Source: an optimization exercise on an open RTL-to-GDS flow (aim: small area, a short achievable clock period and few clock cycles). Production flows keep margins and buffers that such runs may drop.

== the baseline ==
==> flow/design.v <==
`default_nettype none
module regFile (clk, rst, ra, rb, rdata_a, rdata_b, we, waddr, wdata);
   input wire        clk, rst;
   input wire [2:0]  ra, rb;
   output wire [15:0] rdata_a, rdata_b;
   input wire        we;
   input wire [2:0]  waddr;
   input wire [15:0] wdata;
   reg [7:0]  valid;
   wire [7:0] wsel = we ? (8'd1 << waddr) : 8'd0;
   wire [15:0] r [0:7];
   genvar g;
   generate
      for (g = 0; g < 8; g = g + 1) begin : rg
         reg [15:0] q;
         always @(posedge clk)
            if (wsel[g]) q <= wdata;
         assign r[g] = q;
      end
   endgenerate
   always @(posedge clk)
      if (rst) valid <= 8'd0;
      else     valid <= valid | wsel;
   wire [7:0] sa = (8'd1 << ra) & valid;
   wire [7:0] sb = (8'd1 << rb) & valid;
   reg [15:0] oa, ob;
   integer i;
   always @(*) begin
      oa = 16'd0; ob = 16'd0;
      for (i = 0; i < 8; i = i + 1) begin
         oa = oa | ({16{sa[i]}} & r[i]);
         ob = ob | ({16{sb[i]}} & r[i]);
      end
   end
   assign rdata_a = oa;
   assign rdata_b = ob;
endmodule
`default_nettype wire
`default_nettype none
module alu (a, b, inv_a, sh_op, sel_add, sel_xor, sel_andn, sel_sh, sel_set,
            set_op, sum, res);
   input wire [15:0] a;        
   input wire [15:0] b;        
   input wire        inv_a;    
   input wire [1:0]  sh_op;    
   input wire        sel_add, sel_xor, sel_andn, sel_sh, sel_set;
   input wire [1:0]  set_op;   
   output wire [15:0] sum;
   output wire [15:0] res;
   wire [15:0] x = a ^ {16{inv_a}};
   wire [16:0] s17 = {1'b0, x} + {1'b0, b} + {16'd0, inv_a};
   assign sum = s17[15:0];
   wire cout = s17[16];
   wire b_ge_a = (a[15] ^ b[15]) ? b[15] == 1'b0 : ~sum[15];
   wire eq = (a == b);
   wire setbit = (set_op == 2'b00) ? eq :
                 (set_op == 2'b01) ? (b_ge_a & ~eq) :
                 (set_op == 2'b10) ? b_ge_a :
                                     cout;
   wire [3:0] s = b[3:0];
   wire       right = sh_op[1];
   wire [3:0] amt = right ? (4'd0 - s) : s;
   wire [15:0] r0 = amt[0] ? {a[14:0], a[15]}     : a;
   wire [15:0] r1 = amt[1] ? {r0[13:0], r0[15:14]} : r0;
   wire [15:0] r2 = amt[2] ? {r1[11:0], r1[15:12]} : r1;
   wire [15:0] r3 = amt[3] ? {r2[7:0], r2[15:8]}   : r2;
   reg [15:0] keep_l;    
   integer i;
   always @(*)
      for (i = 0; i < 16; i = i + 1) keep_l[i] = (i >= s);
   wire [15:0] keep_r;   
   genvar g;
   generate for (g = 0; g < 16; g = g + 1) begin : rv
      assign keep_r[g] = keep_l[15 - g];
   end endgenerate
   wire [15:0] mask = ~sh_op[0] ? 16'hffff : right ? keep_r : keep_l;
   wire [15:0] shres = r3 & mask;
   assign res = ({16{sel_add}}  & sum) |
                ({16{sel_xor}}  & (a ^ b)) |
                ({16{sel_andn}} & (a & ~b)) |
                ({16{sel_sh}}   & shres) |
                {15'd0, sel_set & setbit};
endmodule
`default_nettype wire
`default_nettype none
module proc ( 
   imem_addr, dmem_addr, dmem_wdata, dmem_wr, halt,
   clk, rst, imem_data, dmem_rdata
   );
   input wire clk;
   input wire rst;
   output wire [15:0] imem_addr;
   input wire [15:0]  imem_data;
   output wire [15:0] dmem_addr;
   output wire [15:0] dmem_wdata;
   output wire        dmem_wr;
   input wire [15:0]  dmem_rdata;
   output wire        halt;
   reg [15:0] pc;         
   reg [15:0] ir;         
   reg        ev;         
   reg        halted;
   wire [4:0] op = ir[15:11];
   wire [1:0] fn = ir[1:0];
   wire [2:0] rs = ir[10:8];
   wire [2:0] rt = ir[7:5];
   wire [2:0] rd = ir[4:2];
   wire is_halt = (op == 5'b00000);
   wire is_j    = (op == 5'b00100);
   wire is_jr   = (op == 5'b00101);
   wire is_jal  = (op == 5'b00110);
   wire is_jalr = (op == 5'b00111);
   wire is_alui = (op[4:2] == 3'b010);
   wire is_br   = (op[4:2] == 3'b011);
   wire is_st   = (op == 5'b10000);
   wire is_ld   = (op == 5'b10001);
   wire is_slbi = (op == 5'b10010);
   wire is_stu  = (op == 5'b10011);
   wire is_shi  = (op[4:2] == 3'b101);
   wire is_lbi  = (op == 5'b11000);
   wire is_btr  = (op == 5'b11001);
   wire is_shr  = (op == 5'b11010);
   wire is_alur = (op == 5'b11011);
   wire is_set  = (op[4:2] == 3'b111);
   wire [1:0] aop = is_alur ? fn : op[1:0];    
   wire alu_grp = is_alui | is_alur;
   wire wr_rt = is_alui | is_shi | is_ld;
   wire wr_rs = is_lbi | is_slbi | is_stu;
   wire wr_rd = is_btr | is_shr | is_alur | is_set;
   wire wr_r7 = is_jal | is_jalr;
   wire e_we  = ev & (wr_rt | wr_rs | wr_rd | wr_r7) & 1'b1;
   wire [2:0] e_dst = wr_rt ? rt : wr_rs ? rs : wr_rd ? rd : 3'd7;
   wire use_imm = ~(op[4] & op[3]);
   wire sx5 = (is_alui & ~op[1]) | (op[4:2] == 3'b100);    
   wire ihi = sx5 & ir[4];
   wire is_jrx = is_jr | is_jalr;
   wire [15:0] imm = is_jrx ? {{8{ir[7]}}, ir[7:0]} : {{11{ihi}}, ir[4:0]};
   wire [15:0] ra_d, rb_d;
   wire        rf_we;
   wire [2:0]  rf_wa;
   wire [15:0] rf_wd;
   regFile RF(.clk(clk), .rst(rst), .ra(rs), .rb(rt), .rdata_a(ra_d), .rdata_b(rb_d),
              .we(rf_we), .waddr(rf_wa), .wdata(rf_wd));
   wire [15:0] opb = use_imm ? imm : rb_d;
   wire inv_a = (alu_grp & (aop == 2'b01)) | (is_set & (op[1] ^ op[0]));
   wire [1:0] sh_op = is_shi ? op[1:0] : fn;
   wire sel_add = (alu_grp & (aop == 2'b00)) | (alu_grp & (aop == 2'b01)) | is_stu;
   wire sel_xor = alu_grp & (aop == 2'b10);
   wire sel_andn = alu_grp & (aop == 2'b11);
   wire sel_sh  = is_shi | is_shr;
   wire [15:0] sum, alu_res;
   alu ALU(.a(ra_d), .b(opb), .inv_a(inv_a), .sh_op(sh_op), .sel_add(sel_add),
           .sel_xor(sel_xor), .sel_andn(sel_andn), .sel_sh(sel_sh), .sel_set(is_set),
           .set_op(op[1:0]), .sum(sum), .res(alu_res));
   wire [15:0] btr;
   genvar g;
   generate for (g = 0; g < 16; g = g + 1) begin : bt
      assign btr[g] = ra_d[15 - g];
   end endgenerate
   wire [15:0] e_res = alu_res |
                       ({16{is_btr}}  & btr) |
                       ({16{is_lbi}}  & {{8{ir[7]}}, ir[7:0]}) |
                       ({16{is_slbi}} & {ra_d[7:0], ir[7:0]}) |
                       ({16{wr_r7}}   & pc);
   wire zero = (ra_d == 16'd0);
   wire cond = (op[1:0] == 2'b00) ? zero :
               (op[1:0] == 2'b01) ? ~zero :
               (op[1:0] == 2'b10) ? ra_d[15] : ~ra_d[15];
   wire taken = ev & (is_j | is_jal | is_jrx | (is_br & cond));
   wire [15:0] boff = (is_j | is_jal) ? {{5{ir[10]}}, ir[10:0]} : {{8{ir[7]}}, ir[7:0]};
   wire [15:0] btgt = pc + boff;
   wire [15:0] target = is_jrx ? sum : btgt;
   wire e_halt = ev & is_halt;
   wire stop   = e_halt | halted;
   assign rf_we = e_we;
   assign rf_wa = e_dst;
   assign rf_wd = is_ld ? dmem_rdata : e_res;
   always @(posedge clk) begin
      ir     <= imem_data;
      if (rst) begin
         pc     <= 16'd0;
         ev     <= 1'b0;
         halted <= 1'b0;
      end else begin
         pc     <= taken ? target : pc + {14'd0, ~stop, 1'b0};
         ev     <= ~taken & ~stop;
         halted <= halted | e_halt;
      end
   end
   assign imem_addr  = pc;
   assign dmem_addr  = sum;
   assign dmem_wdata = rb_d;
   assign dmem_wr    = ev & (is_st | is_stu);
   assign halt       = e_halt | halted;
endmodule  
`default_nettype wire
clock: 12.0 ns
lec_check: 0
cap_margin: 20
core_margin: 2
core_utilization: 40
slew_margin: 20
run.sh (not shown) runs the stock make flow with config.mk's settings and CLKGATE_MAP_FILE= SYNTH_SCRIPT=/design/flow/synth_recipe.tcl, a recipe that flattens the netlist after the stock synthesis.
### the baseline -> the candidate
-- flow/design.v --
<<< the baseline, line 101
   reg        ev;         
   reg        halted;
   wire [4:0] op = ir[15:11];
   wire [1:0] fn = ir[1:0];
>>> the candidate, line 101
   reg        ev;         
   reg        halted;
   reg [15:0] m_addr, m_wdata;
   reg        m_wr, m_ld;
   reg [2:0]  m_rd;
   wire [4:0] op = ir[15:11];
   wire [1:0] fn = ir[1:0];
<<< the baseline, line 129
   wire wr_rd = is_btr | is_shr | is_alur | is_set;
   wire wr_r7 = is_jal | is_jalr;
   wire e_we  = ev & (wr_rt | wr_rs | wr_rd | wr_r7) & 1'b1;
   wire [2:0] e_dst = wr_rt ? rt : wr_rs ? rs : wr_rd ? rd : 3'd7;
   wire use_imm = ~(op[4] & op[3]);
>>> the candidate, line 132
   wire wr_rd = is_btr | is_shr | is_alur | is_set;
   wire wr_r7 = is_jal | is_jalr;
   wire e_we  = ev & (wr_rt | wr_rs | wr_rd | wr_r7) & ~is_ld;
   wire [2:0] e_dst = wr_rt ? rt : wr_rs ? rs : wr_rd ? rd : 3'd7;
   wire use_imm = ~(op[4] & op[3]);
<<< the baseline, line 172
   wire [15:0] target = is_jrx ? sum : btgt;
   wire e_halt = ev & is_halt;
   wire stop   = e_halt | halted;
   assign rf_we = e_we;
   assign rf_wa = e_dst;
   assign rf_wd = is_ld ? dmem_rdata : e_res;
   always @(posedge clk) begin
      ir     <= imem_data;
      if (rst) begin
         pc     <= 16'd0;
         ev     <= 1'b0;
         halted <= 1'b0;
      end else begin
         pc     <= taken ? target : pc + {14'd0, ~stop, 1'b0};
         ev     <= ~taken & ~stop;
         halted <= halted | e_halt;
      end
   end
   assign imem_addr  = pc;
   assign dmem_addr  = sum;
   assign dmem_wdata = rb_d;
   assign dmem_wr    = ev & (is_st | is_stu);
   assign halt       = e_halt | halted;
endmodule  
>>> the candidate, line 175
   wire [15:0] target = is_jrx ? sum : btgt;
   wire e_halt = ev & is_halt;
   wire replay = ev & is_ld;
   wire stop   = replay | e_halt | halted;
   assign rf_we = m_ld | e_we;
   assign rf_wa = m_ld ? m_rd : e_dst;
   assign rf_wd = m_ld ? dmem_rdata : e_res;
   always @(posedge clk) begin
      ir     <= imem_data;
      m_addr <= sum;
      m_wdata <= rb_d;
      m_rd   <= rt;
      if (rst) begin
         pc     <= 16'd0;
         ev     <= 1'b0;
         halted <= 1'b0;
         m_wr   <= 1'b0;
         m_ld   <= 1'b0;
      end else begin
         pc     <= taken ? target : pc + {14'd0, ~stop, 1'b0};
         ev     <= ~taken & ~stop;
         halted <= halted | e_halt;
         m_wr   <= ev & (is_st | is_stu);
         m_ld   <= ev & is_ld;
      end
   end
   assign imem_addr  = pc;
   assign dmem_addr  = m_addr;
   assign dmem_wdata = m_wdata;
   assign dmem_wr    = m_wr;
   assign halt       = e_halt | halted;
endmodule  
--- outcome ---
The baseline has lower logic depth of the worst setup path including buffers than the candidate. The time the final worst path needs with I/O delays and setup in the candidate was lower than what the baseline gave. Diff the baseline -> the candidate | global placement routability congestion | decrease of about 2.6%. In the reports, the flip-flop count of the candidate exceeds that of the baseline. Gate count of the mapped netlist on the candidate is up relative to the baseline. Ratio of final minimum period to clock period in the candidate vs the baseline: down 20 points. Looking at complex-gate fraction of the synthesized area, the candidate sits 3.1 points below the baseline.
Function was not checked in any run of this note: the RTL went through the layout flow alone.

separate check: timing with driven ports:
The results above use ideal ports. As a check the final layouts listed here were re-extracted and re-timed, cells and wires unchanged. Step 1 assumes that a clkbuf_16 drives the clock port and a buf_2 every other input. Step 2 times the ports against the registers' clock, not the clock port: input delays grow and output delays shrink by t, the midpoint of the rising clock arrivals with the driver on. a / b / c = ideal / step 1 / step 2; a / b = the first two.
| run | t (ns) | slack for setup (ns) | worst hold slack (ns) |
|---|---|---|---|
| the baseline | 0.483 | 3.679 / 3.627 / 4.111 | 0.501 / 0.501 / 0.501 |
| the candidate | 0.577 | 6.132 / 6.132 / 6.132 | 0.490 / 0.490 / 0.490 |
After both steps every run listed still meets setup and hold.
